Source: an optimization exercise on an open RTL-to-GDS flow (aim: small area, a short achievable clock period and few clock cycles). Production flows keep margins and buffers that such runs may drop.
At most, simulation tests tie the RTL to the original design; equivalence was not proved.
Function not checked in run 2: the RTL went through the layout flow alone.
Power is estimated from default activity; no workload was simulated.

==> design/flow/design.v <==
module twb #(parameter RW = 14, parameter PW = 20) (
    input  signed [RW-1:0] r1,
    input  signed [RW-1:0] r2,
    input  ben, bneg, cen, cneg, den, e16, e32, fen, f8, fneg,
    input  [5:0] kr,
    input  [5:0] ki,
    output [PW-1:0] sr, cr,
    output [PW-1:0] si, ci
);
wire signed [PW-1:0] x1 = r1, x2 = r2;
wire fpos = ~fneg;
wire [PW-1:0] a1 = {x1[PW-7:0], kr};
wire [PW-1:0] a2 = {x2[PW-7:0], ki};
wire [PW-1:0] b1 = ({PW{ben}} & x1) ^ {PW{bneg}};
wire [PW-1:0] b2 = ({PW{ben}} & x2) ^ {PW{bneg}};
wire [PW-1:0] c1 = ({PW{cen}} & (x1 <<< 2)) ^ {PW{cneg}};
wire [PW-1:0] c2 = ({PW{cen}} & (x2 <<< 2)) ^ {PW{cneg}};
wire [PW-1:0] d1 = ({PW{den}} & (x1 <<< 4)) ^ {PW{den}};
wire [PW-1:0] d2 = ({PW{den}} & (x2 <<< 4)) ^ {PW{den}};
wire [PW-1:0] e1 = ({PW{e16}} & (x1 <<< 4)) | ({PW{e32}} & (x1 <<< 5));
wire [PW-1:0] e2 = ({PW{e16}} & (x2 <<< 4)) | ({PW{e32}} & (x2 <<< 5));
wire [PW-1:0] g1 = {PW{fen}} & (f8 ? (x1 <<< 3) : (x1 <<< 2));
wire [PW-1:0] g2 = {PW{fen}} & (f8 ? (x2 <<< 3) : (x2 <<< 2));
csa6 #(.W(PW)) ur (.t1(a1), .t2(b1), .t3(c1), .t4(d1), .t5(e2), .t6(g2 ^ {PW{fneg}}), .s(sr), .c(cr));
csa6 #(.W(PW)) ui (.t1(a2), .t2(b2), .t3(c2), .t4(d2), .t5(~e1), .t6(g1 ^ {PW{fpos}}), .s(si), .c(ci));
endmodule
module csa6 #(parameter W = 20) (
    input  [W-1:0] t1, t2, t3, t4, t5, t6,
    output [W-1:0] s, c
);
wire [W-1:0] s1 = t1 ^ t2 ^ t3;
wire [W-1:0] c1 = {((t1 & t2) | (t1 & t3) | (t2 & t3)), 1'b0};
wire [W-1:0] s2 = t4 ^ t5 ^ t6;
wire [W-1:0] c2 = {((t4 & t5) | (t4 & t6) | (t5 & t6)), 1'b0};
wire [W-1:0] s3 = s1 ^ c1 ^ s2;
wire [W-1:0] c3 = {((s1 & c1) | (s1 & s2) | (c1 & s2)), 1'b0};
assign s = s3 ^ c3 ^ c2;
assign c = {((s3 & c3) | (s3 & c2) | (c3 & c2)), 1'b0};
endmodule
module tpa #(parameter W = 14) (
    input  signed [W-2:0] vr,
    input  signed [W-2:0] vi,
    input  e,
    output [W-1:0] r1,
    output [W-1:0] r2
);
wire signed [W-1:0] xr = vr, xi = vi;
assign r1 = xr + ({W{e}} & xi);
wire [W:0] t = {xi, 1'b1} + {({W{e}} & ~xr), e};
assign r2 = t[W:1];
endmodule
module bfd #(parameter W = 13) (
    input  [W-1:0] tr, ti, vr, vi,
    input  [1:0] w,
    output [W-1:0] fr, fi
);
wire nx = w[1] ^ w[0], px = ~nx;
wire [W:0] zx = {tr, 1'b1} + {~vr, px};
wire [W-1:0] x = zx[W:1] ^ {W{nx}};
wire [W-1:0] y = ti - vi;
assign fr = w[1] ? y : x;
assign fi = w[1] ? x : y;
endmodule
module t45 (
    input  signed [22:0] x,
    input  e,
    output [27:0] s, c
);
wire signed [27:0] y = x;
wire [27:0] g = {28{e}} & y;
wire [27:0] t1 = {y[21:0], 4'b0000, e, 1'b0};    
wire [27:0] t2 = g;
wire [27:0] t3 = ~{g[25:0], 2'b00} & {28{e}};
wire [27:0] t4 = ~{g[23:0], 4'b0000} & {28{e}};
wire [27:0] s1 = t1 ^ t2 ^ t3;
wire [27:0] c1 = {((t1 & t2) | (t1 & t3) | (t2 & t3)), 1'b0};
assign s = s1 ^ c1 ^ t4;
assign c = {((s1 & c1) | (s1 & t4) | (c1 & t4)), 1'b0};
endmodule
module twb2 #(parameter RW = 22, parameter PW = 27) (
    input  signed [RW-1:0] r1,
    input  signed [RW-1:0] r2,
    input  k2, k4, cj,
    output [PW-1:0] sr, cr,
    output [PW-1:0] si, ci
);
wire signed [PW-1:0] x1 = r1, x2 = r2;
wire en = k2 | k4;
wire [1:0] kr = {k2 | k4, k2}, ki = {k2 | k4, k2 & ~cj};
wire [PW-1:0] a1 = {x1[PW-7:0], 4'b0000, kr};
wire [PW-1:0] a2 = {x2[PW-7:0], 4'b0000, ki};
wire [PW-1:0] b1 = ({PW{en}} & x1) ^ {PW{k2}};
wire [PW-1:0] b2 = ({PW{en}} & x2) ^ {PW{k2}};
wire [PW-1:0] c1 = ~(x1 <<< 2) & {PW{en}};
wire [PW-1:0] c2 = ~(x2 <<< 2) & {PW{en}};
wire [PW-1:0] d1 = ~(x1 <<< 4) & {PW{k4}};
wire [PW-1:0] d2 = ~(x2 <<< 4) & {PW{k4}};
wire [PW-1:0] e2 = (x2 <<< 5) & {PW{k2}};         
wire [PW-1:0] e1 = ~(x1 <<< 5) & {PW{k2}};        
wire [PW-1:0] f2 = ~(x2 <<< 3) & {PW{k2}};        
wire [PW-1:0] f1 = (x1 <<< 3) & {PW{k2}};         
csa6 #(.W(PW)) ur (.t1(a1), .t2(b1), .t3(c1), .t4(d1), .t5(e2), .t6(f2), .s(sr), .c(cr));
csa6 #(.W(PW)) ui (.t1(a2), .t2(b2), .t3(c2), .t4(d2), .t5(e1), .t6(f1), .s(si), .c(ci));
endmodule
module FFT(
input clk,
input rst_n,
input in_valid,
input signed [11:0] din_r,
input signed [11:0] din_i,
output out_valid,
output signed [15:0] dout_r,
output signed [15:0] dout_i
);
integer k;
function [21:0] tc1;
    input [3:0] n;
    case (n)
        4'd0: tc1 = 22'b0000000000_000000_000010;   
        4'd1: tc1 = 22'b1100010101_000010_000010;   
        4'd2: tc1 = 22'b1111001111_000011_000011;   
        4'd3: tc1 = 22'b1010101100_000001_000011;   
        4'd4: tc1 = 22'b1011100000_000010_000100;   
        4'd5: tc1 = 22'b1010101100_000001_000010;   
        4'd6: tc1 = 22'b1111001111_000011_000010;   
        4'd7: tc1 = 22'b1100010101_000010_000001;   
        4'd8: tc1 = 22'b0000000000_000000_000010;   
        4'd9: tc1 = 22'b1100010101_000010_000010;   
        4'd10: tc1 = 22'b1111001111_000011_000011;   
        4'd11: tc1 = 22'b1010101100_000001_000011;   
        4'd12: tc1 = 22'b1011100000_000010_000100;   
        4'd13: tc1 = 22'b1010101100_000001_000010;   
        4'd14: tc1 = 22'b1111001111_000011_000010;   
        4'd15: tc1 = 22'b1100010101_000010_000001;   
        default: tc1 = 22'd0;
    endcase
endfunction
function [0:0] ts1;
    input [3:0] n;
    case (n)
        4'd0: ts1 = 1'b0;
        4'd1: ts1 = 1'b0;
        4'd2: ts1 = 1'b0;
        4'd3: ts1 = 1'b0;
        4'd4: ts1 = 1'b0;
        4'd5: ts1 = 1'b1;
        4'd6: ts1 = 1'b1;
        4'd7: ts1 = 1'b1;
        4'd8: ts1 = 1'b0;
        4'd9: ts1 = 1'b0;
        4'd10: ts1 = 1'b0;
        4'd11: ts1 = 1'b0;
        4'd12: ts1 = 1'b0;
        4'd13: ts1 = 1'b1;
        4'd14: ts1 = 1'b1;
        4'd15: ts1 = 1'b1;
        default: ts1 = 1'd0;
    endcase
endfunction
function [0:0] te1;
    input [3:0] n;
    case (n)
        4'd0: te1 = 1'b0;
        4'd1: te1 = 1'b0;
        4'd2: te1 = 1'b0;
        4'd3: te1 = 1'b0;
        4'd4: te1 = 1'b1;
        4'd5: te1 = 1'b0;
        4'd6: te1 = 1'b0;
        4'd7: te1 = 1'b0;
        4'd8: te1 = 1'b0;
        4'd9: te1 = 1'b0;
        4'd10: te1 = 1'b0;
        4'd11: te1 = 1'b0;
        4'd12: te1 = 1'b1;
        4'd13: te1 = 1'b0;
        4'd14: te1 = 1'b0;
        4'd15: te1 = 1'b0;
        default: te1 = 1'd0;
    endcase
endfunction
function [1:0] wr1;
    input [3:0] n;
    case (n)
        4'd0: wr1 = 2'b00;
        4'd1: wr1 = 2'b00;
        4'd2: wr1 = 2'b00;
        4'd3: wr1 = 2'b00;
        4'd4: wr1 = 2'b00;
        4'd5: wr1 = 2'b11;
        4'd6: wr1 = 2'b11;
        4'd7: wr1 = 2'b11;
        4'd8: wr1 = 2'b10;
        4'd9: wr1 = 2'b10;
        4'd10: wr1 = 2'b10;
        4'd11: wr1 = 2'b10;
        4'd12: wr1 = 2'b10;
        4'd13: wr1 = 2'b01;
        4'd14: wr1 = 2'b01;
        4'd15: wr1 = 2'b01;
        default: wr1 = 2'd0;
    endcase
endfunction
function [21:0] tc2;
    input [2:0] n;
    case (n)
        3'd0: tc2 = 22'b0000000000_000000_000010;   
        3'd1: tc2 = 22'b1111001111_000011_000011;   
        3'd2: tc2 = 22'b1011100000_000010_000100;   
        3'd3: tc2 = 22'b1111001111_000011_000010;   
        3'd4: tc2 = 22'b0000000000_000000_000010;   
        3'd5: tc2 = 22'b1111001111_000011_000011;   
        3'd6: tc2 = 22'b1011100000_000010_000100;   
        3'd7: tc2 = 22'b1111001111_000011_000010;   
        default: tc2 = 22'd0;
    endcase
endfunction
function [0:0] ts2;
    input [2:0] n;
    case (n)
        3'd0: ts2 = 1'b0;
        3'd1: ts2 = 1'b0;
        3'd2: ts2 = 1'b0;
        3'd3: ts2 = 1'b1;
        3'd4: ts2 = 1'b0;
        3'd5: ts2 = 1'b0;
        3'd6: ts2 = 1'b0;
        3'd7: ts2 = 1'b1;
        default: ts2 = 1'd0;
    endcase
endfunction
function [0:0] te2;
    input [2:0] n;
    case (n)
        3'd0: te2 = 1'b0;
        3'd1: te2 = 1'b0;
        3'd2: te2 = 1'b1;
        3'd3: te2 = 1'b0;
        3'd4: te2 = 1'b0;
        3'd5: te2 = 1'b0;
        3'd6: te2 = 1'b1;
        3'd7: te2 = 1'b0;
        default: te2 = 1'd0;
    endcase
endfunction
function [1:0] wr2;
    input [2:0] n;
    case (n)
        3'd0: wr2 = 2'b00;
        3'd1: wr2 = 2'b00;
        3'd2: wr2 = 2'b00;
        3'd3: wr2 = 2'b11;
        3'd4: wr2 = 2'b10;
        3'd5: wr2 = 2'b10;
        3'd6: wr2 = 2'b10;
        3'd7: wr2 = 2'b01;
        default: wr2 = 2'd0;
    endcase
endfunction
function te2k;
    input [2:0] n;
    case (n)
        3'd0: te2k = 1'b0;
        3'd1: te2k = 1'b0;
        3'd2: te2k = 1'b1;
        3'd3: te2k = 1'b0;
        3'd4: te2k = 1'b0;
        3'd5: te2k = 1'b0;
        3'd6: te2k = 1'b1;
        3'd7: te2k = 1'b0;
        default: te2k = 1'b0;
    endcase
endfunction
function [21:0] tc3;
    input [1:0] n;
    case (n)
        2'd0: tc3 = 22'b0000000000_000000_000010;   
        2'd1: tc3 = 22'b1011100000_000010_000100;   
        2'd2: tc3 = 22'b0000000000_000000_000010;   
        2'd3: tc3 = 22'b1011100000_000010_000100;   
        default: tc3 = 22'd0;
    endcase
endfunction
function [0:0] ts3;
    input [1:0] n;
    case (n)
        2'd0: ts3 = 1'b0;
        2'd1: ts3 = 1'b0;
        2'd2: ts3 = 1'b0;
        2'd3: ts3 = 1'b0;
        default: ts3 = 1'd0;
    endcase
endfunction
function [0:0] te3;
    input [1:0] n;
    case (n)
        2'd0: te3 = 1'b0;
        2'd1: te3 = 1'b1;
        2'd2: te3 = 1'b0;
        2'd3: te3 = 1'b1;
        default: te3 = 1'd0;
    endcase
endfunction
function [1:0] wr3;
    input [1:0] n;
    case (n)
        2'd0: wr3 = 2'b00;
        2'd1: wr3 = 2'b00;
        2'd2: wr3 = 2'b10;
        2'd3: wr3 = 2'b10;
        default: wr3 = 2'd0;
    endcase
endfunction
reg [6:0] cnt;       
reg       ov;
localparam CW = 32;
function [CW-1:0] ctlf;
    input [6:0] c;
    reg [6:0] i1, i2, i3, i4, i5, ja, jb, n1, n2, n3;
    begin
        i1 = c - 7'd1;  n1 = c + 7'd1;
        i2 = c - 7'd18; n2 = c - 7'd16;
        i3 = c - 7'd27; n3 = c - 7'd25;
        i4 = c - 7'd32;
        i5 = c - 7'd35;
        ja = c - 7'd36;
        jb = c - 7'd51;
        ctlf = {i1[4], n1[3:0], te1(n1[3:0]) & ~n1[4], wr1(i1[3:0]),         
                i2[3], n2[2:0], te2(n2[2:0]) & ~n2[3], wr2(i2[2:0]),         
                i3[2], n3[1:0], te3(n3[1:0]) & ~n3[2], wr3(i3[1:0]),         
                i4[1], i4[0], 1'b0,                                 
                i5[0], ja[4] & ~ja[0], jb[3] & ~jb[1],              
                ~i1[4], ~i2[3], ~i3[2], 2'd0};
    end
endfunction
reg [CW-1:0] ctl;
always @(posedge clk or negedge rst_n) begin
    if (!rst_n) begin
        cnt <= 7'd0;
        ov  <= 1'b0;
        ctl <= ctlf(7'd0);
    end else begin
        if ((cnt != 7'd0 || in_valid) && cnt != 7'd127) cnt <= cnt + 7'd1;
        ctl <= (cnt != 7'd0 || in_valid) ? ctlf(cnt + 7'd1) : ctlf(7'd0);
        ov  <= (cnt >= 7'd57);     
    end
end
assign out_valid = ov;
wire       ph1 = ctl[31];
wire [3:0] m1  = ctl[30:27];
wire       e1  = ctl[26];
wire [1:0] w1  = ctl[25:24];
wire       ph2 = ctl[23];
wire [2:0] m2  = ctl[22:20];
wire       e2  = ctl[19];
wire [1:0] w2  = ctl[18:17];
wire       ph3 = ctl[16];
wire [1:0] m3  = ctl[15:14];
wire       e3  = ctl[13];
wire [1:0] w3  = ctl[12:11];
wire       ph4 = ctl[10];
wire [1:0] w4  = {ctl[9], 1'b0};
wire       ph5 = ctl[7];
wire       sela = ctl[6];
wire       selb = ctl[5];
wire       pa1 = ~ctl[4];
wire       pa2 = ~ctl[3];
wire       pa3 = ~ctl[2];
reg signed [11:0] xr, xi;
always @(posedge clk) begin
    xr <= din_r;
    xi <= din_i;
end
reg signed [12:0] d1r [0:13];
reg signed [12:0] d1i [0:13];
reg signed [13:0] d1r14, d1i14, d1r15, d1i15;
wire signed [12:0] t1r = d1r15[12:0], t1i = d1i15[12:0];
wire signed [12:0] f1r, f1i;
bfd #(.W(13)) bf1 (.tr(t1r), .ti(t1i), .vr({xr[11], xr}), .vi({xi[11], xi}), .w(w1), .fr(f1r), .fi(f1i));
always @(posedge clk) begin
    d1r[0] <= ph1 ? f1r : {xr[11], xr};
    d1i[0] <= ph1 ? f1i : {xi[11], xi};
    for (k = 1; k < 14; k = k + 1) begin
        d1r[k] <= d1r[k-1];
        d1i[k] <= d1i[k-1];
    end
    d1r14 <= r1r; d1i14 <= r1i;
    d1r15 <= d1r14; d1i15 <= d1i14;
end
wire [13:0] r1r, r1i;
tpa #(.W(14)) ta1 (.vr(d1r[13]), .vi(d1i[13]), .e(e1), .r1(r1r), .r2(r1i));
reg [21:0] a1c;
reg a1s;
always @(posedge clk) begin
    a1c <= tc1(m1); a1s <= ts1(m1);
end
wire [19:0] b1sr, b1cr, b1si, b1ci;
twb #(.RW(14), .PW(20)) tw1 (.r1(d1r14), .r2(d1i14),
    .ben(a1c[21]), .bneg(a1c[20]), .cen(a1c[19]), .cneg(a1c[18]), .den(a1c[17]),
    .e16(a1c[16]), .e32(a1c[15]), .fen(a1c[14]), .f8(a1c[13]), .fneg(a1c[12]),
    .kr(a1c[11:6]), .ki(a1c[5:0]), .sr(b1sr), .cr(b1cr), .si(b1si), .ci(b1ci));
reg [19:0] q1sr, q1cr, q1si, q1ci;
reg q1s;
always @(posedge clk) begin
    q1sr <= b1sr; q1cr <= b1cr; q1si <= b1si; q1ci <= b1ci;
    q1s <= a1s;
end
wire [19:0] g1ar = pa1 ? {t1r[12], t1r, 6'd0} : q1sr, g1br = pa1 ? {xr[11], xr[11], xr, 6'd0} : q1cr;
wire [19:0] g1ai = pa1 ? {t1i[12], t1i, 6'd0} : q1si, g1bi = pa1 ? {xi[11], xi[11], xi, 6'd0} : q1ci;
wire [19:0] h1r = g1ar + g1br, h1i = g1ai + g1bi;
wire cj1 = q1s & ~ph1;
reg signed [19:0] o1r, o1i;
always @(posedge clk) begin
    o1r <= h1r;
    o1i <= h1i ^ {20{cj1}};
end
reg signed [20:0] d2r [0:5];
reg signed [20:0] d2i [0:5];
reg signed [21:0] d2r6, d2i6, d2r7, d2i7;
wire signed [20:0] t2r = d2r7[20:0], t2i = d2i7[20:0];
wire signed [20:0] f2r, f2i;
bfd #(.W(21)) bf2 (.tr(t2r), .ti(t2i), .vr({o1r[19], o1r}), .vi({o1i[19], o1i}), .w(w2), .fr(f2r), .fi(f2i));
always @(posedge clk) begin
    d2r[0] <= ph2 ? f2r : o1r;
    d2i[0] <= ph2 ? f2i : o1i;
    for (k = 1; k < 6; k = k + 1) begin
        d2r[k] <= d2r[k-1];
        d2i[k] <= d2i[k-1];
    end
    d2r6 <= r2r; d2i6 <= r2i;
    d2r7 <= d2r6; d2i7 <= d2i6;
end
wire [21:0] r2r, r2i;
tpa #(.W(22)) ta2 (.vr(d2r[5]), .vi(d2i[5]), .e(e2), .r1(r2r), .r2(r2i));
reg a2k2, a2k4;
reg a2s;
always @(posedge clk) begin
    a2k2 <= m2[0];        
    a2k4 <= te2k(m2); a2s <= ts2(m2);
end
wire [26:0] b2sr, b2cr, b2si, b2ci;
twb2 #(.RW(22), .PW(27)) tw2 (.r1(d2r6), .r2(d2i6), .k2(a2k2), .k4(a2k4), .cj(a2s),
    .sr(b2sr), .cr(b2cr), .si(b2si), .ci(b2ci));
reg [26:0] q2sr, q2cr, q2si, q2ci;
reg q2s;
always @(posedge clk) begin
    q2sr <= b2sr; q2cr <= b2cr; q2si <= b2si; q2ci <= b2ci;
    q2s <= a2s;
end
wire [26:0] g2ar = pa2 ? {t2r, 6'd0} : q2sr, g2br = pa2 ? {o1r[19], o1r, 6'd0} : q2cr;
wire [26:0] g2ai = pa2 ? {t2i, 6'd0} : q2si, g2bi = pa2 ? {o1i[19], o1i, 6'd0} : q2ci;
wire [26:0] h2r = g2ar + g2br, h2i = g2ai + g2bi;
wire cj2 = q2s & ~ph2;
reg signed [20:0] o2r, o2i;
always @(posedge clk) begin
    o2r <= h2r[26:6];
    o2i <= h2i[26:6] ^ {21{cj2}};
end
reg signed [21:0] d3r [0:1];
reg signed [21:0] d3i [0:1];
reg signed [22:0] d3r2, d3i2, d3r3, d3i3;
wire signed [21:0] t3r = d3r3[21:0], t3i = d3i3[21:0];
wire signed [21:0] f3r, f3i;
bfd #(.W(22)) bf3 (.tr(t3r), .ti(t3i), .vr({o2r[20], o2r}), .vi({o2i[20], o2i}), .w(w3), .fr(f3r), .fi(f3i));
always @(posedge clk) begin
    d3r[0] <= ph3 ? f3r : o2r;
    d3i[0] <= ph3 ? f3i : o2i;
    d3r[1] <= d3r[0];
    d3i[1] <= d3i[0];
    d3r2 <= r3r; d3i2 <= r3i;
    d3r3 <= d3r2; d3i3 <= d3i2;
end
wire [22:0] r3r, r3i;
tpa #(.W(23)) ta3 (.vr(d3r[1]), .vi(d3i[1]), .e(e3), .r1(r3r), .r2(r3i));
reg a3k;
always @(posedge clk) a3k <= te3(m3);
wire [27:0] b3sr, b3cr, b3si, b3ci;
t45 tm3r (.x(d3r2), .e(a3k), .s(b3sr), .c(b3cr));
t45 tm3i (.x(d3i2), .e(a3k), .s(b3si), .c(b3ci));
wire [6:0] l3r = b3sr[5:0] + b3cr[5:0], l3i = b3si[5:0] + b3ci[5:0];
reg [21:0] q3sr, q3cr, q3si, q3ci;
reg q3lr, q3li;
always @(posedge clk) begin
    q3sr <= b3sr[27:6]; q3cr <= b3cr[27:6]; q3si <= b3si[27:6]; q3ci <= b3ci[27:6];
    q3lr <= l3r[6]; q3li <= l3i[6];
end
wire [21:0] g3ar = pa3 ? t3r : q3sr, g3br = pa3 ? {o2r[20], o2r} : q3cr;
wire [21:0] g3ai = pa3 ? t3i : q3si, g3bi = pa3 ? {o2i[20], o2i} : q3ci;
wire [22:0] u3r = {g3ar, 1'b1} + {g3br, q3lr & ~pa3}, u3i = {g3ai, 1'b1} + {g3bi, q3li & ~pa3};
wire [27:0] h3r = {u3r[22:1], 6'd0}, h3i = {u3i[22:1], 6'd0};
reg signed [21:0] o3r, o3i;
always @(posedge clk) begin
    o3r <= h3r[27:6];
    o3i <= h3i[27:6];
end
reg signed [21:0] d4r [0:1];
reg signed [21:0] d4i [0:1];
wire signed [21:0] t4r = d4r[1], t4i = d4i[1];
wire signed [21:0] s4r = t4r + o3r, s4i = t4i + o3i;
wire signed [21:0] f4r, f4i;
bfd #(.W(22)) bf4 (.tr(t4r), .ti(t4i), .vr(o3r), .vi(o3i), .w(w4), .fr(f4r), .fi(f4i));
reg signed [21:0] o4r, o4i;
always @(posedge clk) begin
    d4r[0] <= ph4 ? f4r : o3r;
    d4i[0] <= ph4 ? f4i : o3i;
    d4r[1] <= d4r[0];
    d4i[1] <= d4i[0];
    o4r <= ph4 ? s4r : t4r;
    o4i <= ph4 ? s4i : t4i;
end
reg signed [21:0] d5r, d5i;
wire signed [21:0] s5r = d5r + o4r, s5i = d5i + o4i;
wire signed [21:0] f5r = d5r - o4r, f5i = d5i - o4i;
always @(posedge clk) begin
    d5r <= ph5 ? f5r : o4r;
    d5i <= ph5 ? f5i : o4i;
end
wire [31:0] o5 = ph5 ? {s5r[21:6], s5i[21:6]} : {d5r[21:6], d5i[21:6]};
reg [31:0] ba [0:14];
wire [31:0] outa = sela ? o5 : ba[14];
always @(posedge clk) begin
    ba[0] <= sela ? ba[14] : o5;
    for (k = 1; k < 15; k = k + 1) ba[k] <= ba[k-1];
end
reg [31:0] bb [0:5];
wire [31:0] outb = selb ? outa : bb[5];
always @(posedge clk) begin
    bb[0] <= selb ? bb[5] : outa;
    for (k = 1; k < 6; k = k + 1) bb[k] <= bb[k-1];
end
reg [31:0] dout;
always @(posedge clk) dout <= outb;
assign dout_r = dout[31:16];
assign dout_i = dout[15:0];
endmodule
==> design/flow/flow/run.sh <==
#!/bin/bash
# Layout flow: the standard flow (standard.sh, unchanged synthesis),
# with repair_timing aiming for 8.35 ns of setup slack and the port buffers
# made from buf_4 cells. Full tool output goes to standard.log.
set -e
bash standard.sh CORE_UTILIZATION=60 PLACE_DENSITY=0.7 SETUP_SLACK_MARGIN=8.35 TNS_END_PERCENT=100 CTS_CLUSTER_SIZE=30 CTS_CLUSTER_DIAMETER=80 \
    'BUFFER_PORTS_ARGS=-buffer_cell sky130_fd_sc_hd__buf_4' finish > standard.log 2>&1
==> design/flow/standard.sh <==
#!/bin/bash
# synth_recipe.tcl (not shown) runs the flow's synth.tcl, then flattens the netlist and writes it again
# the make line also repeats each setting of config.mk as NAME=value (left out here)
make -C /OpenROAD-flow-scripts/flow DESIGN_CONFIG=/design/flow/config.mk WORK_HOME=/design/flow/orfs CLKGATE_MAP_FILE= SYNTH_SCRIPT=/design/flow/synth_recipe.tcl "${@:-finish}"
==> design/flow/config.mk <==
export PLATFORM = sky130hd
export DESIGN_NAME = FFT
export DESIGN_NICKNAME = FFT
export VERILOG_FILES = /design/flow/design.v
export SDC_FILE = /design/flow/constraint.sdc
export NUM_CORES = 4
export LEC_CHECK = 0
export CAP_MARGIN = 20
export CORE_MARGIN = 2
export CORE_UTILIZATION = 60
export PLACE_DENSITY = 0.7
export SLEW_MARGIN = 20
==> design/flow/constraint.sdc <==
create_clock -name core_clock -period 12.0 [get_ports {clk}]
set_input_delay 2.4000 -clock core_clock [delete_from_list [all_inputs] [get_ports {clk}]]
set_output_delay 2.4000 -clock core_clock [all_outputs]
set_load 0.01 [all_outputs]
==> out/metrics.yaml, run 1 <==
status:
  outcome: "complete, no violations"
pwr:
  irDropWorstVdd_v: 0.0001620
  p_int_w: 0.01623
  leakage_nw: 44.41
  p_sw_frac: 0.3655
  clockPowerShare: 0.173
  seqPwrFrac: 0.463
  power_w: 0.02559
  power_density_nw_per_um2: 256.3
  power_switching_w: 0.009352
  combPwrFrac: 0.364
logic_synthesis:
  ys_seq_area_frac: 0.4977
  synth_top_area_share: 0.4897
  ys_top_cells_by_area: "dfxtp_1 49%, fa_1 9.1%, ha_1 8.1%"
  yosysMostFrequentCell: "dfxtp_1"
  synth_top_area_cell: "dfxtp_1"
  async_flop_share: 0.01272
  synth_edf_count: 0
  yosys.cell_types.count: 91
  synth_flop_cell: "dfxtp_1"
  yosys_warnings: 21
  syn_nets: 9695
  synth_cells: 8659
  syn_area_per_cell_um2: 10.62
  synth-seq-cells: 2279
  synthesis.area_um2: 91970
  synth_common_cells: "2250 x dfxtp_1, 762 x inv_1, 735 x nor2_1, 593 x ha_1, 539 x nand2_1"
sta:
  slew_headroom: 0.3391
  fin_skew_ps: 32.83
  hold_viol_final: 0
  fmax_mhz: 265.6
  setup_viol: 0
  min_period_ps: 3765
  rsz0062_at_grt: "true"
  holdWs_ps: 313.5
  finalCritPeriodShare: 0.3138
  tightest_slew_ps: 990.3
  slew_violations: 0
  fin_setup_tns_ps: 0
grt:
  grt_pass1_vias: 57770
  gr-total-overflow: 0
  antenna_found_initial: 5
  grt_max_degree: 94
  grtUsageTotal: 0.2638
  grt_pass1_wl_mm: 322.0
critical_path:
  crit_buf_inv: 1
  reg2reg_setup_slack_ps: 8400
  crit_family: "flip-flops"
  endpoint_kind: "primary output"
  critPathLaunchType: "flop"
  slowest_delay_ps: 470
  critPathKind: "flop to primary output"
  cp.arrival_ps: 1370
  worstPathMaxFanout: 1
  worst_path_max_delay_cell: "dfrtp_2"
  crit_path_cell_trace: "buf_6"
  worstPathRequired_ps: 9600
clock_network:
  clk_pin_slew_worst_paths_ps: 110
  clock_sink_count: 2279
  numCtsBuffers: 106
  cts_tree: "done"
  cts_hold_buf: 0
  cts_buffer_depth: 3
  cts_root_buf: "clkbuf_16"
  cts.htree.levels: 3
  clk_latency_ps: 770
routing:
  drt_iter0_drc: 3560
  avgViaCountPerCell: 5.371
  wl_per_cell_um: 19.49
  drc: 0
  num_vias: 57800
  drt-total-wl_mm: 209.7
  postRouteAntennaNets: 0
  dr.pass1.iters: 5
floorplan:
  die_h_um: 395.5
  core_area_um2: 152100
  die_x_um: 395.5
  num_io_pins: 60
  start_util: 0.6048
  row_count: 143
  die_area_um2: 156400
flow_run:
  cap_violations: 0
placed_design:
  dp_hpwl_mm: 158.3
  port-buffer-count: 59
  gp_congestion: 0.9514
finish:
  layout-drive-gt1-share: 0.08672
  area_growth_syn_to_layout_pct: 8.560
  finalNetCount: 9700
  utilization: 0.6565
hold_path:
  hold_path.class: "flop to flop"
==> worst paths after layout <==
path / from / to / cells past startpoint
worst max-delay path: ov / out_valid / 1
worst min-delay path: ba[9][14] / ba[10][14] / 0
worst max register to register: ctl[2] / o3r[20] / 15
worst min register to register: ba[9][14] / ba[10][14] / 0
max in group asynchronous: rst_n / ctl[3] / 1
min in group asynchronous: rst_n / ctl[13] / 1
==> kinds of logic after synthesis <==
logic type               synth area share
AO/OA/AOI/OAI                      0.1010
XOR/XNOR                          0.06496
adder cells (fa/ha/maj)            0.1714
buffers and inverters             0.04259
flip-flops                         0.4977
multiplexers                      0.02960
AND/OR/NAND/NOR                   0.09266
==> registers in the layout, summed over array words and instances, names as in the netlist, 23 cells and up <==
signal and flops:
ba 480, bb 192, d1i 182, d1r 182, d2i 126, d2r 126
d3i 44, d3i2 23, d3r 44, d3r2 23, d4i 44, d4r 44
dout 32, q2ci 25, q2cr 25, q2si 25, q2sr 25
==> timing repair <==
item,CTS,global route
pin swaps,21,71
setup endpoints to repair,306,141
gates resized for setup,184,138
setup buffers,26,31
cloned,4,5
==> final cells by class <==
cell class / instances / area (um2)
sequential: 2279 / 45860
clock buffer: 115 / 2749
antenna: 1 / 2.502
fill: 11840 / 52240
multi-input combinational: 5337 / 43130
tap: 2030 / 2540
timing repair buffer: 168 / 1778
timing repair inverter: 1 / 5.005
inverter: 771 / 2913
clock inverter: 58 / 878.3
==> metrics by stage <==
| step | std cells | area, um2 | worst slack, ps |
|---|---|---|---|
| 6_report | 10760 | 99850 | 8235 |
| 5_1_grt | 10760 | 99840 | 8174 |
| 4_1_cts | 10720 | 98940 | 8175 |
| 3_5_place_dp | 10520 | 94320 | 7172 |
| 3_3_place_gp | 10520 | 94320 | 7121 |
| 2_1_floorplan | 8659 | 92000 | 8285 |
==> power by group through the flow <==
stage / clock network [W] / registers, W / logic [W]
final: 0.00442 / 0.0118 / 0.00932
after floorplan: 0 / 0.0113 / 0.00682
after global routing: 0.00479 / 0.0121 / 0.0104
after global placement: 0 / 0.0119 / 0.00878
after CTS: 0.00453 / 0.0119 / 0.00917
after detailed placement: 0 / 0.0120 / 0.00898
==> per-layer routing <==
metal	GRT usage	wire length, um	up-vias	share of wire
met5	0	0	-	0
met4	0.1165	10190	0	0.049
met3	0.02822	8865	348	0.042
met2	0.4537	101300	1291	0.48
met1	0.3360	89300	27920	0.43
li1	-	-	28240	-
==> cell usage in the layout (no fill, tap or decap), types with 166 or more instances in the layout <==
cell type | Yosys | final
ha_1 | 593 | 581
mux2_2 | 168 | 166
nor2_1 | 735 | 734
inv_1 | 762 | 758
xnor2_1 | 520 | 516
fa_1 | 416 | 413
a21oi_1 | 466 | 425
nand2_1 | 539 | 539
dfxtp_1 | 2250 | 2214
o21ai_0 | 436 | 397
Testbench counts, summed over its fixed seeds: cycles 22,784.
==> run 2, diff against run 1 <==
--- a/design/flow/design.v
+++ b/design/flow/design.v
@@ -441,15 +441,18 @@
 wire [26:0] b2sr, b2cr, b2si, b2ci;
 twb2 #(.RW(22), .PW(27)) tw2 (.r1(d2r6), .r2(d2i6), .k2(a2k2), .k4(a2k4), .cj(a2s),
     .sr(b2sr), .cr(b2cr), .si(b2si), .ci(b2ci));
-reg [26:0] q2sr, q2cr, q2si, q2ci;
-reg q2s;
+wire [6:0] l2r = b2sr[5:0] + b2cr[5:0], l2i = b2si[5:0] + b2ci[5:0];
+reg [20:0] q2sr, q2cr, q2si, q2ci;
+reg q2lr, q2li, q2s;
 always @(posedge clk) begin
-    q2sr <= b2sr; q2cr <= b2cr; q2si <= b2si; q2ci <= b2ci;
+    q2sr <= b2sr[26:6]; q2cr <= b2cr[26:6]; q2si <= b2si[26:6]; q2ci <= b2ci[26:6];
+    q2lr <= l2r[6]; q2li <= l2i[6];
     q2s <= a2s;
 end
-wire [26:0] g2ar = pa2 ? {t2r, 6'd0} : q2sr, g2br = pa2 ? {o1r[19], o1r, 6'd0} : q2cr;
-wire [26:0] g2ai = pa2 ? {t2i, 6'd0} : q2si, g2bi = pa2 ? {o1i[19], o1i, 6'd0} : q2ci;
-wire [26:0] h2r = g2ar + g2br, h2i = g2ai + g2bi;
+wire [20:0] g2ar = pa2 ? t2r : q2sr, g2br = pa2 ? {o1r[19], o1r} : q2cr;
+wire [20:0] g2ai = pa2 ? t2i : q2si, g2bi = pa2 ? {o1i[19], o1i} : q2ci;
+wire [21:0] u2r = {g2ar, 1'b1} + {g2br, q2lr & ~pa2}, u2i = {g2ai, 1'b1} + {g2bi, q2li & ~pa2};
+wire [26:0] h2r = {u2r[21:1], 6'd0}, h2i = {u2i[21:1], 6'd0};
 wire cj2 = q2s & ~ph2;
 reg signed [20:0] o2r, o2i;
 always @(posedge clk) begin
==> run 2 against run 1 <==
Global-route usage rose by 0.70 points. Register-to-register slack got worse by 120 ps. Wire length rose by 2.9%. Flip-flop and latch count down 14. Non-clock buffer count decreased by 5. Still clean. Area after synthesis up 0.70%. Via count rose by 3.5%. Clock skew is 34 ps higher. Cell area increased by 0.66%. First-iteration DRC count is 15% higher. Combinational power up 3.8%.
==> out/metrics.yaml, run 2 <==
status:
  outcome: "complete, no violations"
critical_path:
  worstPathMaxFanout: 15  # +14
  rr_worst_depth: 13  # -2
  worstPathRequired_ps: 12660  # +3060 ps
  endpoint_kind: "flop"
  cp-endpoint: "o2i[20]"
  r2r-end: "o2i[20]"
  reg2reg_setup_slack_ps: 8280  # -120 ps
  critPathKind: "flop to flop"
  crit_start: "ctl[3]"
  cp.arrival_ps: 4380  # +3010 ps
  critPathLaunchType: "flop"
  timing.rr.start: "ctl[3]"
pwr:
  power_density_nw_per_um2: 258.5  # +0.85%
  irDropWorstVdd_v: 0.0001766  # +9.1%
  leakage_nw: 44.67  # +0.57%
grt:
  gr-usage-met1: 0.3716  # +0.03558
  grt-busiest-layer: "met2"
  antenna_found_initial: 6  # +1
  grt_use_met3: 0.03149  # +0.003274
  grt_use_met2: 0.4502  # -0.003447
  grt_pass1_wl_mm: 332.5  # +3.3%
  grtUsageTotal: 0.2707  # +0.006962
  grt_max_degree: 102  # +8.5%
  grt_pass1_vias: 59250  # +2.6%
  gr-total-overflow: 0  # unchanged
finish:
  fillers: 11950  # +0.92%
  design_area_um2: 100500  # +0.66%
  area_growth_syn_to_layout_pct: 8.512  # about the same
  largest-register: "ba"
  final_cell_mix: "2199 x dfxtp_1, 806 x inv_1, 759 x nor2_1, 609 x nand2_1, 586 x ha_1"
  largest_reg_flops: 480  # unchanged
  fin_cells: 10950  # +1.8%
  finalNetCount: 9876  # +1.8%
  layout-drive-gt1-share: 0.08176  # -0.004961
  multi_input_area_um2: 43660  # +1.3%
  utilization: 0.6539  # -0.002586
  layout_top_registers: "ba (480), bb (192)"
  final_common_cell: "dfxtp_1"
  seq_area_um2: 45590  # -0.58%
floorplan:
  row_count: 144  # +0.70%
  die_h_um: 396.9  # +0.35%
  die_x_um: 396.9  # +0.35%
  start_util: 0.6026  # -0.002119
  num_io_pins: 60  # unchanged
  die_area_um2: 157500  # +0.69%
  core_area_um2: 153700  # +1.1%
routing:
  postRouteAntennaNets: 0  # unchanged
  drt_iter0_drc: 4101  # +15%
  drc: 0  # unchanged
  num_vias: 59800  # +3.5%
  drt-total-wl_mm: 215.8  # +2.9%
  dr.pass1.iters: 8  # +3
  wl_per_cell_um: 19.71  # +1.1%
  avgViaCountPerCell: 5.460  # +1.7%
logic_synthesis:
  yosys_warnings: 21  # unchanged
  synth_edf_count: 0  # unchanged
  synth_flop_cell: "dfxtp_1"
  synth_cells: 8841  # +2.1%
  async_flop_share: 0.01280  # +0.00007865
  synth_top_area_cell: "dfxtp_1"
  synth-seq-cells: 2265  # -0.61%
  syn_nets: 9879  # +1.9%
  syn_area_per_cell_um2: 10.48  # -1.4%
  synth_common_cells: "2236 x dfxtp_1, 810 x inv_1, 761 x nor2_1, 609 x nand2_1, 593 x ha_1"
  synth_top_area_share: 0.4833  # -0.006433
  ys_seq_area_frac: 0.4913  # -0.006489
  synthesis.area_um2: 92620  # +0.70%
  ys_top_cells_by_area: "dfxtp_1 48%, fa_1 9.0%, ha_1 8.0%"
  yosysMostFrequentCell: "dfxtp_1"
  yosys.cell_types.count: 91  # unchanged
hold_path:
  hold_path.class: "flop to flop"
sta:
  slew_headroom: 0.2216  # -0.1175
  setup_viol: 0  # unchanged
  rsz0062_at_grt: "true"
  slew_violations: 0  # unchanged
  finalCritPeriodShare: 0.3096  # -0.004138
  worst_slack_ps: 8285  # +49.65 ps
  hold_viol_final: 0  # unchanged
  tightest_slew_ps: 1166  # +175.8 ps
  fin_skew_ps: 66.61  # +33.78 ps
  min_period_ps: 3715  # -49.65 ps
  fmax_mhz: 269.1  # +1.3%
  fin_setup_tns_ps: 0  # unchanged
clock_network:
  clock_sink_count: 2265  # -0.61%
  cts_tree: "done"
  cts.htree.levels: 3  # unchanged
  cts_buffer_depth: 3  # unchanged
  cts_hold_buf: 0  # unchanged
  cts_root_buf: "clkbuf_16"
  numCtsBuffers: 108  # +1.9%
  clk_latency_ps: 790  # +20 ps
  clk_pin_slew_worst_paths_ps: 110  # about the same
flow_run:
  cap_violations: 0  # unchanged
placed_design:
  port-buffer-count: 59  # unchanged
  dpl.cell_count: 10710  # +1.8%
  place_ws_ps: 7071  # -100.8 ps
  dp_hpwl_mm: 162.3  # +2.6%
  gp_congestion: 0.9348  # -1.7%
  dpl-instance-area_um2: 94920  # +0.64%
run 2: cell count changes after synthesis, sizes merged, moves of 19 or more:
cell / before / now
o21ai: 440 / 400
nand3: 59 / 85
nor2: 735 / 761
xnor2: 520 / 494
o21bai: 71 / 42
and3: 23 / 42
nor3: 73 / 130
and2: 160 / 130
inv: 765 / 812
a21oi: 467 / 445
nand2: 539 / 609
run 2: metal layers:
| layer | routed length [um] | vias up |
|---|---|---|
| li1 | - | 28920 |
| met4 | 7305 | 2 |
| met2 | 101300 | 1563 |
| met3 | 10590 | 365 |
| met5 | 13 | - |
| met1 | 96640 | 28950 |
run 2: how the worst min path moves through the flow:
| stage | to | startpoint | slack, ps | cells past startpoint |
|---|---|---|---|---|
| 2_1_floorplan | ba[10][0] | ba[9][0] | 310 | 0 |
| 3_3_place_gp | ba[3][25] | ba[2][25] | 310 | 0 |
| 3_5_place_dp | ba[2][17] | ba[1][17] | 310 | 0 |
| 4_1_cts | d3i[1][5] | d3i[0][5] | 280 | 0 |
| 5_1_grt | d3i[1][5] | d3i[0][5] | 300 | 0 |
| 6_report | d3i[1][5] | d3i[0][5] | 280 | 0 |
run 2: critical path, stage by stage (launching register included):
cell and delay [ps]:
dfrtp_4 520, buf_12 160, buf_16 150, mux2_2 280, ha_2 300, or4_1 550, o22ai_2 150, o31ai_2 120
a2111oi_4 410, o31a_1 240, o21a_1 180, o21ai_1 140, nor4_1 310, nor3_1 80
run 2: what timing repair did:
action	CTS	global route
pin swaps	14	39
gates cloned	6	6
buffers inserted	20	34
setup endpoints to repair	262	142
resized for setup	167	86
run 2: layout make-up:
cell class / count / share of cell area
tap: 2044 / 0.02545
inverter: 817 / 0.03070
clock inverter: 58 / 0.01035
timing repair buffer: 163 / 0.01733
sequential: 2265 / 0.4536
antenna: 4 / 0.00009960
timing repair inverter: 2 / 0.00009960
clock buffer: 118 / 0.02787
multi-input combinational: 5481 / 0.4345
run 2: kinds of logic after synthesis:
group | after synthesis | share of synthesized area
flops | 2265 | 0.4913
simple gates | 2077 | 0.1015
compound gates | 1478 | 0.09973
buf+inv | 1095 | 0.04450
fa+ha+maj | 1012 | 0.1706
xor+xnor | 653 | 0.06183
mux | 261 | 0.03061
run 2: stage by stage:
step	total power, W	hold WS (ps)
floorplan	0.01821	309.6
global placement	0.02082	309.6
detailed placement	0.02109	312.1
CTS	0.02584	280.1
global route	0.02771	296.1
finish	0.02598	277.3
run 2: power by group:
group	leakage, nW	switching (W)	internal (W)
registers	19.1	0.00136	0.0104
clock network	1.85	0.00264	0.00191
logic	23.7	0.00557	0.00410
total	44.7	0.00958	0.0164
==> run 3, diff against run 2 <==
--- a/design/flow/design.v
+++ b/design/flow/design.v
@@ -441,18 +441,15 @@
 wire [26:0] b2sr, b2cr, b2si, b2ci;
 twb2 #(.RW(22), .PW(27)) tw2 (.r1(d2r6), .r2(d2i6), .k2(a2k2), .k4(a2k4), .cj(a2s),
     .sr(b2sr), .cr(b2cr), .si(b2si), .ci(b2ci));
-wire [6:0] l2r = b2sr[5:0] + b2cr[5:0], l2i = b2si[5:0] + b2ci[5:0];
-reg [20:0] q2sr, q2cr, q2si, q2ci;
-reg q2lr, q2li, q2s;
+reg [26:0] q2sr, q2cr, q2si, q2ci;
+reg q2s;
 always @(posedge clk) begin
-    q2sr <= b2sr[26:6]; q2cr <= b2cr[26:6]; q2si <= b2si[26:6]; q2ci <= b2ci[26:6];
-    q2lr <= l2r[6]; q2li <= l2i[6];
+    q2sr <= b2sr; q2cr <= b2cr; q2si <= b2si; q2ci <= b2ci;
     q2s <= a2s;
 end
-wire [20:0] g2ar = pa2 ? t2r : q2sr, g2br = pa2 ? {o1r[19], o1r} : q2cr;
-wire [20:0] g2ai = pa2 ? t2i : q2si, g2bi = pa2 ? {o1i[19], o1i} : q2ci;
-wire [21:0] u2r = {g2ar, 1'b1} + {g2br, q2lr & ~pa2}, u2i = {g2ai, 1'b1} + {g2bi, q2li & ~pa2};
-wire [26:0] h2r = {u2r[21:1], 6'd0}, h2i = {u2i[21:1], 6'd0};
+wire [26:0] g2ar = pa2 ? {t2r, 6'd0} : q2sr, g2br = pa2 ? {o1r[19], o1r, 6'd0} : q2cr;
+wire [26:0] g2ai = pa2 ? {t2i, 6'd0} : q2si, g2bi = pa2 ? {o1i[19], o1i, 6'd0} : q2ci;
+wire [26:0] h2r = g2ar + g2br, h2i = g2ai + g2bi;
 wire cj2 = q2s & ~ph2;
 reg signed [20:0] o2r, o2i;
 always @(posedge clk) begin
==> design/flow/flow/run.sh (replaced) <==
#!/bin/bash
# Layout flow: the standard flow (standard.sh, its synthesis unchanged)
# with these settings:
#   - 60% core utilization, placement density 0.7;
#   - repair_timing aiming for 8.3 ns of setup slack on the design's
#     12 ns clock (the clock and constraints themselves are unchanged),
#     on the worst 20% of the endpoints that miss that;
#   - clock tree sinks clustered 30 at a time within 80 um;
#   - port buffers made from buf_4 cells.
# Full tool output goes to standard.log (and ORFS's per-step logs under orfs/).
set -e
bash standard.sh CORE_UTILIZATION=60 PLACE_DENSITY=0.7 \
    SETUP_SLACK_MARGIN=8.3 TNS_END_PERCENT=20 \
    CTS_CLUSTER_SIZE=30 CTS_CLUSTER_DIAMETER=80 \
    'BUFFER_PORTS_ARGS=-buffer_cell sky130_fd_sc_hd__buf_4' finish > standard.log 2>&1
==> run 3 against run 2 <==
First-iteration DRC count down 14%. Clock power is 4% lower. Hold slack improved by 25 ps. Cell count down 1.9%. Area after synthesis is 0.70% lower. Sequential share of layout area up 0.83 points. Maximum frequency is 1.7% lower. Cell area decreased by 1.3%. Global-route usage fell by 0.097 points. Count of clock-buffer cells in the layout did not move. Wire length is 1.7% lower. Power shrank 2.0%. Largest cell class unchanged. Largest power group unchanged. Highest routed layer is now met4.
==> out/metrics.yaml, run 3 <==
clock_network:
  cts_tree: "done"
  cts_buffer_depth: 3  # unchanged
  clock_sink_count: 2279  # +0.62%
  numCtsBuffers: 105  # -2.8%
  cts_hold_buf: 0  # unchanged
  cts_root_buf: "clkbuf_16"
  cts.htree.levels: 3  # unchanged
  clk_pin_slew_worst_paths_ps: 110  # about the same
  clk_latency_ps: 770  # -20 ps
critical_path:
  timing.rr.start: "ctl[2]"
  slowest_delay_ps: 470  # -80 ps
  crit_buf_inv: 1  # -1
  worstPathRequired_ps: 9600  # -3060 ps
  cp.arrival_ps: 1380  # -3000 ps
  worstPathMaxFanout: 1  # -14
  crit_family: "flip-flops"
  r2r-end: "o3r[20]"
  endpoint_kind: "primary output"
  crit_path_cell_trace: "buf_6"
  crit_start: "ov"
  reg2reg_setup_slack_ps: 8250  # -30 ps
  crit_cells: 1  # -12
  rr_worst_depth: 15  # +2
  cp-endpoint: "out_valid"
  critPathLaunchType: "flop"
  critPathKind: "flop to primary output"
  worst_path_max_delay_cell: "dfrtp_2"
logic_synthesis:
  ys_top_cells_by_area: "dfxtp_1 49%, fa_1 9.1%, ha_1 8.1%"
  async_flop_share: 0.01272  # -0.00007865
  synth_top_area_cell: "dfxtp_1"
  synth_edf_count: 0  # unchanged
  ys_seq_area_frac: 0.4977  # +0.006489
  yosysMostFrequentCell: "dfxtp_1"
  synth_flop_cell: "dfxtp_1"
  syn_nets: 9695  # -1.9%
  synth_top_area_share: 0.4897  # +0.006433
  synth_common_cells: "2250 x dfxtp_1, 762 x inv_1, 735 x nor2_1, 593 x ha_1, 539 x nand2_1"
  synth_cells: 8659  # -2.1%
  syn_area_per_cell_um2: 10.62  # +1.4%
  yosys_warnings: 21  # unchanged
  synth-seq-cells: 2279  # +0.62%
  yosys.cell_types.count: 91  # unchanged
  synthesis.area_um2: 91970  # -0.70%
finish:
  layout-drive-gt1-share: 0.07709  # -0.004670
  layout_top_registers: "ba (480), bb (192)"
  final_common_cell: "dfxtp_1"
  area_growth_syn_to_layout_pct: 7.820
  fillers: 11920  # -0.30%
  finalNetCount: 9685  # -1.9%
  fin_cells: 10750  # -1.9%
  largest_reg_flops: 480  # unchanged
  final_cell_mix: "2243 x dfxtp_1, 759 x inv_1, 735 x nor2_1, 589 x ha_1, 539 x nand2_1"
  largest-register: "ba"
sta:
  slew_violations: 0  # unchanged
  setup_viol: 0  # unchanged
  fin_setup_tns_ps: 0  # unchanged
  fin_skew_ps: 46.68  # -19.93 ps
  min_period_ps: 3779  # +63.04 ps
  finalCritPeriodShare: 0.3149  # +0.005253
  slew_headroom: 0.2805  # +0.05889
  hold_viol_final: 0  # unchanged
  rsz0062_at_grt: "true"
  tightest_slew_ps: 1068  # -98.03 ps
  fmax_mhz: 264.7  # -1.7%
  worst_slack_ps: 8221  # -63.04 ps
  holdWs_ps: 302.4  # +25.11 ps
pwr:
  irDropWorstVdd_v: 0.0001740  # -1.5%
  p_sw_frac: 0.3665  # -0.002298
  leakage_nw: 44.22  # -0.99%
  power_switching_w: 0.009334  # -2.6%
  power_density_nw_per_um2: 256.8  # -0.64%
  clockPowerShare: 0.172  # -0.003
  combPwrFrac: 0.363  # -0.009
  seqPwrFrac: 0.465  # +0.013
  p_int_w: 0.01613  # -1.6%
placed_design:
  gp_congestion: 0.9296  # -0.56%
  dpl.cell_count: 10520  # -1.7%
  port-buffer-count: 59  # unchanged
  dp_hpwl_mm: 161.4  # -0.57%
  place_ws_ps: 7085  # +14.01 ps
grt:
  grt_pass1_vias: 58050  # -2.0%
  gr-total-overflow: 0  # unchanged
  grtUsageTotal: 0.2698  # -0.0009706
  grt_max_degree: 97  # -4.9%
  grt_pass1_wl_mm: 328.4  # -1.2%
  antenna_found_initial: 4  # -2
hold_path:
  hold_path.class: "flop to flop"
routing:
  dr.pass1.iters: 6  # -2
  drt_iter0_drc: 3517  # -14%
  wl_per_cell_um: 19.74  # +0.17%
  avgViaCountPerCell: 5.388  # -1.3%
  postRouteAntennaNets: 0  # unchanged
  drc: 0  # unchanged
  num_vias: 57910  # -3.2%
  drt-total-wl_mm: 212.2  # -1.7%
floorplan:
  die_h_um: 395.5  # -0.35%
  num_io_pins: 60  # unchanged
  row_count: 143  # -0.69%
  start_util: 0.6048  # +0.002119
  die_x_um: 395.5  # -0.35%
  core_area_um2: 152100  # -1.0%
  die_area_um2: 156400  # -0.69%
status:
  outcome: "complete, no violations"
flow_run:
  cap_violations: 0  # unchanged
==> run 3: stage by stage <==
step / util / power [W] / cell area, um2
6_report: 0.6520 / 0.02547 / 99170
2_1_floorplan: - / 0.01812 / 91980
3_3_place_gp: 0.6202 / 0.02077 / 94320
5_1_grt: 0.6520 / 0.02725 / 99160
3_5_place_dp: 0.6202 / 0.02102 / 94320
4_1_cts: 0.6473 / 0.02547 / 98440
==> run 3: worst min path at each step <==
stage / to / cells after the start / from / slack, ps
4_1_cts: ba[6][19] / 0 / ba[5][19] / 310
6_report: d2r[1][14] / 0 / d2r[0][14] / 300
3_3_place_gp: d1i[9][0] / 0 / d1i[8][0] / 310
2_1_floorplan: ba[10][0] / 0 / ba[9][0] / 310
5_1_grt: d2r[1][10] / 0 / d2r[0][10] / 310
3_5_place_dp: d1i[5][2] / 0 / d1i[4][2] / 310
==> run 3: cell type report <==
cell class              instances  area, um2  area share
flip-flops and latches       2279      45810      0.4620
multi-input cells            5337      42860      0.4322
inverters                     771       2910     0.02935
clock buffers                 118       2739     0.02762
well taps                    2030       2540     0.02561
repair buffers                155       1486     0.01499
clock inverters                57      812.0    0.008189
diodes                          1      2.502  0.00002523
==> run 3: logic make-up (layout without fill, tap and decap cells) <==
kind of cell | count (synthesis) | count (layout) | share of synthesized area
xor gates and xnor gates | 680 | 680 | 0.06496
muxes | 251 | 251 | 0.02960
and+or+nand+nor | 1888 | 1888 | 0.09266
adders and majority gates | 1011 | 1011 | 0.1714
DFF | 2279 | 2279 | 0.4977
buffers and inverters | 1043 | 1101 | 0.04259
AOI/OAI and AO/OA | 1507 | 1507 | 0.1010
other | 0 | 1 | 0
==> run 3: layer usage <==
| layer | vias up | GRT usage | part of all wire |
|---|---|---|---|
| met5 | - | 0 | 0 |
| li1 | 28200 | - | - |
| met3 | 418 | 0.03019 | 0.044 |
| met1 | 27880 | 0.3380 | 0.42 |
| met2 | 1414 | 0.4638 | 0.48 |
| met4 | 0 | 0.1311 | 0.056 |
==> run 3: power groups by stage <==
| stage | registers, W | logic (W) | clock network [W] |
|---|---|---|---|
| finish | 0.0118 | 0.00924 | 0.00438 |
| detailed placement | 0.0120 | 0.00900 | 0 |
| global placement | 0.0119 | 0.00882 | 0 |
| CTS | 0.0119 | 0.00910 | 0.00450 |
| floorplan | 0.0113 | 0.00682 | 0 |
| global route | 0.0121 | 0.0104 | 0.00476 |
==> run 3: timing repair <==
| action | 4_1_cts | 5_1_grt |
|---|---|---|
| setup endpoints to repair | 248 | 140 |
| endpoints found under the hold margin | 0 | 0 |
| resized for setup | 67 | 121 |
| gates cloned | 4 | 2 |
| buffers inserted | 17 | 26 |
| pin swaps | 12 | 43 |
Testbench counts of run 3, summed over its fixed seeds: cycles 22,784.
==> run 4, diff against run 3 <==
==> design/flow/flow/run.sh (replaced) <==
#!/bin/bash
# Layout flow: the standard flow (standard.sh, its synthesis unchanged)
# with these settings:
#   - 60% core utilization, placement density 0.7;
#   - repair_timing aiming for 8.35 ns of setup slack on the design's
#     12 ns clock (the clock and constraints themselves are unchanged),
#     on the worst 20% of the endpoints that miss that;
#   - clock tree sinks clustered 30 at a time within 80 um;
#   - port buffers made from buf_4 cells.
# Full tool output goes to standard.log (and ORFS's per-step logs under orfs/).
set -e
bash standard.sh CORE_UTILIZATION=60 PLACE_DENSITY=0.7 \
    SETUP_SLACK_MARGIN=8.35 TNS_END_PERCENT=20 \
    CTS_CLUSTER_SIZE=28 CTS_CLUSTER_DIAMETER=90 \
    'BUFFER_PORTS_ARGS=-buffer_cell sky130_fd_sc_hd__buf_4' finish > standard.log 2>&1
==> run 4 against run 3 <==
Still clean. Synthesized cell count unchanged. Sequential share of layout area increased by 0.27 points. Sequential power about the same. Combinational power about the same. Critical path type unchanged. Critical endpoint unchanged.
==> out/metrics.yaml, run 4 <==
critical_path:
  worstPathMaxFanout: 1  # unchanged
  critPathLaunchType: "flop"
  crit_family: "flip-flops"
  critPathKind: "flop to primary output"
  slowest_delay_ps: 470  # about the same
  crit_cells: 1  # unchanged
  cp.arrival_ps: 1370  # about the same
  crit_path_cell_trace: "buf_6"
  rr_worst_depth: 16  # +1
  worstPathRequired_ps: 9600  # about the same
  crit_buf_inv: 1  # unchanged
  endpoint_kind: "primary output"
  worst_path_max_delay_cell: "dfrtp_2"
sta:
  fin_skew_ps: 43.10  # -3.577 ps
  tightest_slew_ps: 1023  # -44.64 ps
  fin_setup_tns_ps: 0  # unchanged
  hold_viol_final: 0  # unchanged
  slew_headroom: 0.3170  # +0.03654
  finalCritPeriodShare: 0.3142  # -0.0006383
  fmax_mhz: 265.2  # +0.20%
  setup_viol: 0  # unchanged
  min_period_ps: 3771  # -7.660 ps
  slew_violations: 0  # unchanged
  rsz0062_at_grt: "true"
finish:
  final_common_cell: "dfxtp_1"
  final_cell_mix: "2245 x dfxtp_1, 759 x inv_1, 734 x nor2_1, 590 x ha_1, 539 x nand2_1"
  layout-drive-gt1-share: 0.07306  # -0.004032
  finalNetCount: 9673  # -0.12%
  layout_top_registers: "ba (480), bb (192)"
  largest_reg_flops: 480  # unchanged
  area_growth_syn_to_layout_pct: 7.198
  utilization: 0.6483  # -0.003759
  design_area_um2: 98590  # -0.58%
  largest-register: "ba"
pwr:
  leakage_nw: 43.94  # -0.64%
  irDropWorstVdd_v: 0.0001567  # -9.9%
  power_density_nw_per_um2: 255.1  # -0.67%
clock_network:
  clk_latency_ps: 770  # about the same
  cts_hold_buf: 0  # unchanged
  clk_pin_slew_worst_paths_ps: 100  # about the same
  clock_sink_count: 2279  # unchanged
  cts.htree.levels: 3  # unchanged
  cts_buffer_depth: 3  # unchanged
  cts_root_buf: "clkbuf_16"
  cts_tree: "done"
  numCtsBuffers: 98  # -6.7%
routing:
  wl_per_cell_um: 19.60  # -0.71%
  drt-total-wl_mm: 210.0  # -1.0%
  dr.pass1.iters: 5  # -1
  num_vias: 58200  # +0.49%
  drc: 0  # unchanged
  postRouteAntennaNets: 0  # unchanged
  drt_iter0_drc: 3396  # -3.4%
  avgViaCountPerCell: 5.433  # +0.82%
floorplan:
  die_x_um: 395.5  # unchanged
  die_h_um: 395.5  # unchanged
  start_util: 0.6048  # unchanged
  num_io_pins: 60  # unchanged
  die_area_um2: 156400  # unchanged
  row_count: 143  # unchanged
  core_area_um2: 152100  # unchanged
grt:
  grt_pass1_vias: 58090  # +0.062%
  gr-total-overflow: 0  # unchanged
  antenna_found_initial: 6  # +2
  grt_pass1_wl_mm: 325.1  # -1.0%
  grt_max_degree: 96  # -1.0%
  grtUsageTotal: 0.2664  # -0.003345
logic_synthesis:
  syn_area_per_cell_um2: 10.62  # unchanged
  synth_cells: 8659  # unchanged
  yosysMostFrequentCell: "dfxtp_1"
  synth-seq-cells: 2279  # unchanged
  synthesis.area_um2: 91970  # unchanged
  synth_top_area_cell: "dfxtp_1"
  ys_seq_area_frac: 0.4977  # unchanged
  synth_edf_count: 0  # unchanged
  synth_common_cells: "2250 x dfxtp_1, 762 x inv_1, 735 x nor2_1, 593 x ha_1, 539 x nand2_1"
  async_flop_share: 0.01272  # unchanged
  ys_top_cells_by_area: "dfxtp_1 49%, fa_1 9.1%, ha_1 8.1%"
  yosys_warnings: 21  # unchanged
  syn_nets: 9695  # unchanged
  synth_flop_cell: "dfxtp_1"
  yosys.cell_types.count: 91  # unchanged
  synth_top_area_share: 0.4897  # unchanged
status:
  outcome: "complete, no violations"
placed_design:
  port-buffer-count: 59  # unchanged
  gp_congestion: 0.9527  # +2.5%
  dpl-instance-area_um2: 94300  # about the same
  dp_hpwl_mm: 159.1  # -1.4%
hold_path:
  hold_path.class: "flop to flop"
  holdPathStages: 0  # unchanged
flow_run:
  cap_violations: 0  # unchanged
-- run 4: area by class of cell --
class | instances | area [um2]
repair inverters | 1 | 5.005
multi-input cells | 5337 | 42900
diodes | 4 | 10.01
clock buffers | 112 | 2556
flip-flops and latches | 2279 | 45810
clock inverters | 29 | 476.7
well taps | 2030 | 2540
fillers | 12100 | 53490
inverters | 771 | 2899
repair buffers | 149 | 1395
-- run 4: cell families (layout without fill, tap and decap cells) --
family | after synthesis | after routing | share of synthesized area
DFF | 2279 | 2279 | 0.4977
other | 0 | 4 | 0
muxes | 251 | 251 | 0.02960
xor gates and xnor gates | 680 | 680 | 0.06496
AOI/OAI and AO/OA | 1507 | 1507 | 0.1010
and+or+nand+nor | 1888 | 1888 | 0.09266
adders and majority gates | 1011 | 1011 | 0.1714
buffers and inverters | 1043 | 1062 | 0.04259
-- run 4: per-stage QoR --
stage	power [W]	hold slack [ps]	setup WS [ps]	instances
final	0.02515	317.3	8229	10710
after global routing	0.02686	320.3	8165	10710
after CTS	0.02513	319.3	8129	10690
after detailed placement	0.02100	312.1	7155	10520
after global placement	0.02072	309.6	7224	10520
after floorplan	0.01812	309.6	8282	8659
-- run 4: what timing repair did --
action	4_1_cts	5_1_grt
cloned	5	1
setup buffers	25	15
gates resized for setup	84	107
pin swaps	14	29
setup endpoints to repair	261	161
-- run 4: layer usage --
metal  GRT usage  vias to the layer above  wire (um)
li1            -                    28180          -
met4      0.1232                        2      10910
met3     0.02941                      418       9383
met1      0.3357                    28200      87910
met5           0                        -         13
met2      0.4592                     1392     101800
-- run 4: report_power, final --
part           leakage, nW  internal (W)  switching [W]
sequential            19.2        0.0104        0.00142
combinational         23.2       0.00392        0.00534
clock                 1.47       0.00167        0.00238
total                 43.9        0.0160        0.00915
-- run 4: path summary, 6_finish.rpt --
| path | from | to | slack, ps |
|---|---|---|---|
| min | d2i[3][15] | d2i[4][15] | 320 |
| max | ov | out_valid | 8230 |
| min reg2reg | d2i[3][15] | d2i[4][15] | 320 |
| max in group asynchronous | rst_n | ctl[3] | 9940 |
| min in group asynchronous | rst_n | ctl[2] | 1610 |
| max reg2reg | ctl[19] | d2i6[19] | 8290 |
==> run 5, diff against run 4 <==
--- a/design/flow/flow/run.sh
+++ b/design/flow/flow/run.sh
@@ -11,5 +11,5 @@
 set -e
 bash standard.sh CORE_UTILIZATION=60 PLACE_DENSITY=0.7 \
     SETUP_SLACK_MARGIN=8.35 TNS_END_PERCENT=20 \
-    CTS_CLUSTER_SIZE=28 CTS_CLUSTER_DIAMETER=90 \
+    CTS_CLUSTER_SIZE=30 CTS_CLUSTER_DIAMETER=80 SKIP_GATE_CLONING=1 \
     'BUFFER_PORTS_ARGS=-buffer_cell sky130_fd_sc_hd__buf_4' finish > standard.log 2>&1
==> run 5 against run 4 <==
Die area is the same. Core utilization is 0.39 points higher. Maximum frequency rose by 0.11%. Critical endpoint unchanged. Power grew 1.4%. Critical path type unchanged.
==> out/metrics.yaml, run 5 <==
pwr:
  p_sw_frac: 0.3671  # +0.003493
  clockPowerShare: 0.173  # +0.012
  combPwrFrac: 0.363  # -0.005
  power_w: 0.02551  # +1.4%
  seqPwrFrac: 0.464  # -0.007
  leakage_nw: 44.19  # +0.57%
  power_switching_w: 0.009366  # +2.4%
finish:
  finalNetCount: 9683  # +0.10%
  layout-drive-gt1-share: 0.07729  # +0.004227
  largest_reg_flops: 480  # unchanged
  area_growth_syn_to_layout_pct: 7.844
  fin_cells: 10740  # +0.27%
  largest-register: "ba"
  final_common_cell: "dfxtp_1"
  layout_top_registers: "ba (480), bb (192)"
logic_synthesis:
  synth_top_area_cell: "dfxtp_1"
  async_flop_share: 0.01272  # unchanged
  ys_top_cells_by_area: "dfxtp_1 49%, fa_1 9.1%, ha_1 8.1%"
  synth_common_cells: "2250 x dfxtp_1, 762 x inv_1, 735 x nor2_1, 593 x ha_1, 539 x nand2_1"
  yosys_warnings: 21  # unchanged
  syn_nets: 9695  # unchanged
  ys_seq_area_frac: 0.4977  # unchanged
  yosysMostFrequentCell: "dfxtp_1"
  synth_edf_count: 0  # unchanged
  synth_cells: 8659  # unchanged
  synth_flop_cell: "dfxtp_1"
  synth_top_area_share: 0.4897  # unchanged
critical_path:
  endpoint_kind: "primary output"
  slowest_delay_ps: 460  # about the same
  worstPathRequired_ps: 9600  # about the same
  crit_path_cell_trace: "buf_6"
  critPathLaunchType: "flop"
  crit_buf_inv: 1  # unchanged
  timing.rr.start: "ctl[19]"
  crit_family: "flip-flops"
  worst_path_max_delay_cell: "dfrtp_2"
  r2r-end: "d2r6[21]"
grt:
  grt_pass1_wl_mm: 325.7  # +0.18%
clock_network:
  cts_hold_buf: 0  # unchanged
  cts.htree.levels: 3  # unchanged
  cts_buffer_depth: 3  # unchanged
  numCtsBuffers: 105  # +7.1%
  clock_sink_count: 2279  # unchanged
  cts_root_buf: "clkbuf_16"
floorplan:
  row_count: 143  # unchanged
  die_x_um: 395.5  # unchanged
  die_area_um2: 156400  # unchanged
  core_area_um2: 152100  # unchanged
  start_util: 0.6048  # unchanged
sta:
  fin_setup_tns_ps: 0  # unchanged
  fmax_mhz: 265.5  # +0.11%
  fin_skew_ps: 51.11  # +8.008 ps
  rsz0062_at_grt: "true"
  finalCritPeriodShare: 0.3139  # -0.0003383
  slew_violations: 0  # unchanged
  hold_viol_final: 0  # unchanged
  tightest_slew_ps: 1028  # +4.944 ps
hold_path:
  min_from: "d2r[0][14]"
  worstHoldEndpoint: "d2r[1][14]"
routing:
  drc: 0  # unchanged
  wl_per_cell_um: 19.63  # +0.13%
  drt-total-wl_mm: 210.8  # +0.40%
  dr.pass1.iters: 6  # +1
  postRouteAntennaNets: 0  # unchanged
placed_design:
  place_ws_ps: 7155  # unchanged
  dp_hpwl_mm: 159.1  # unchanged
  dpl.cell_count: 10520  # unchanged
  port-buffer-count: 59  # unchanged
  gp_congestion: 0.9527  # unchanged
status:
  outcome: "complete, no violations"
flow_run:
  cap_violations: 0  # unchanged
-- run 5: cell counts after synthesis --
Identical to the previous run, type by type.
-- run 5: kinds of logic (layout without fill, tap and decap cells) --
kind of cell               count (synthesis)  count (layout)  share of synthesized area
DFF                                     2279            2279                     0.4977
and+or+nand+nor                         1888            1888                    0.09266
AOI/OAI and AO/OA                       1507            1507                     0.1010
buffers and inverters                   1043            1092                    0.04259
adders and majority gates               1011            1011                     0.1714
xor gates and xnor gates                 680             680                    0.06496
muxes                                    251             251                    0.02960
other                                      0               3                          0
-- run 5: power groups by stage --
stage               Clock [W]  Combinational, W  Sequential (W)
floorplan                   0           0.00682          0.0113
global placement            0           0.00877          0.0119
detailed placement          0           0.00898          0.0120
CTS                   0.00451           0.00910          0.0119
finish                0.00441           0.00926          0.0118
global route          0.00477            0.0104          0.0121
-- run 5: how the worst max path moves through the flow --
stage | from | end | slack (ps)
5_1_grt | ctl[19] | d2r6[21] | 8170
3_5_place_dp | ctl[3] | o2r[20] | 7160
6_report | ov | out_valid | 8230
4_1_cts | o3i[2] | d4r[0][21] | 8130
2_1_floorplan | a2k2 | q2si[23] | 8280
3_3_place_gp | ctl[3] | o2r[19] | 7220
-- run 5: what timing repair did --
action / 4_1_cts / 5_1_grt
pin swaps: 16 / 37
endpoints found under the hold margin: 0 / 0
setup endpoints to repair: 259 / 168
gates resized for setup: 86 / 114
buffers inserted: 31 / 18
-- run 5: metrics by stage --
stage	cell area (um2)	utilization
2_1_floorplan	91980	-
3_3_place_gp	94300	0.6201
3_5_place_dp	94300	0.6201
4_1_cts	98560	0.6481
5_1_grt	99180	0.6521
6_report	99190	0.6522
-- run 5: final cells by class --
class | count | area, um2 | share of cell area
Multi-Input combinational cell | 5337 | 42940 | 0.4330
Antenna cell | 3 | 7.507 | 0.00007569
Timing Repair Buffer | 153 | 1379 | 0.01390
Clock buffer | 117 | 2735 | 0.02758
Clock inverter | 51 | 872.1 | 0.008792
Tap cell | 2030 | 2540 | 0.02561
Inverter | 771 | 2899 | 0.02923
Sequential cell | 2279 | 45810 | 0.4619
-- run 5: per-layer routing --
layer / global-route usage / part of all wire / vias to the layer above
met1: 0.3347 / 0.42 / 28070
met5: 0 / 0.000071 / -
met4: 0.1252 / 0.054 / 2
li1: - / - / 28220
met3: 0.03159 / 0.045 / 412
met2: 0.4586 / 0.48 / 1497

## re-timing with driven ports
The results above use ideal ports. As a check the final layouts listed here were re-extracted and re-timed, cells and wires unchanged. Step 1 sets driving cells, clkbuf_16 on the clock port and buf_2 on the other inputs (assumed; they add their load-dependent delay and slew). Step 2 times the ports against the registers' clock, not the clock port: input delays grow and output delays shrink by t, the midpoint of the rising clock arrivals with the driver on. Slacks: ideal / step 1 / step 2; pairs: ideal / step 1.
run | t (ns) | setup WS [ns] | worst setup path after step 2
run 1 | 0.833 | 8.235 / 8.155 / 7.731 | input to register
run 2 | 0.843 | 8.285 / 8.235 / 8.106 | input to register
run 3 | 0.831 | 8.221 / 8.143 / 7.644 | input to register
run 4 | 0.835 | 8.229 / 8.147 / 7.881 | input to register
run 5 | 0.847 | 8.233 / 8.152 / 7.869 | input to register
After both steps setup and hold are still met in every run listed. The setup slack of run 3, which loses most, moves by -0.078 ns with the drivers and by -0.577 ns with both steps.
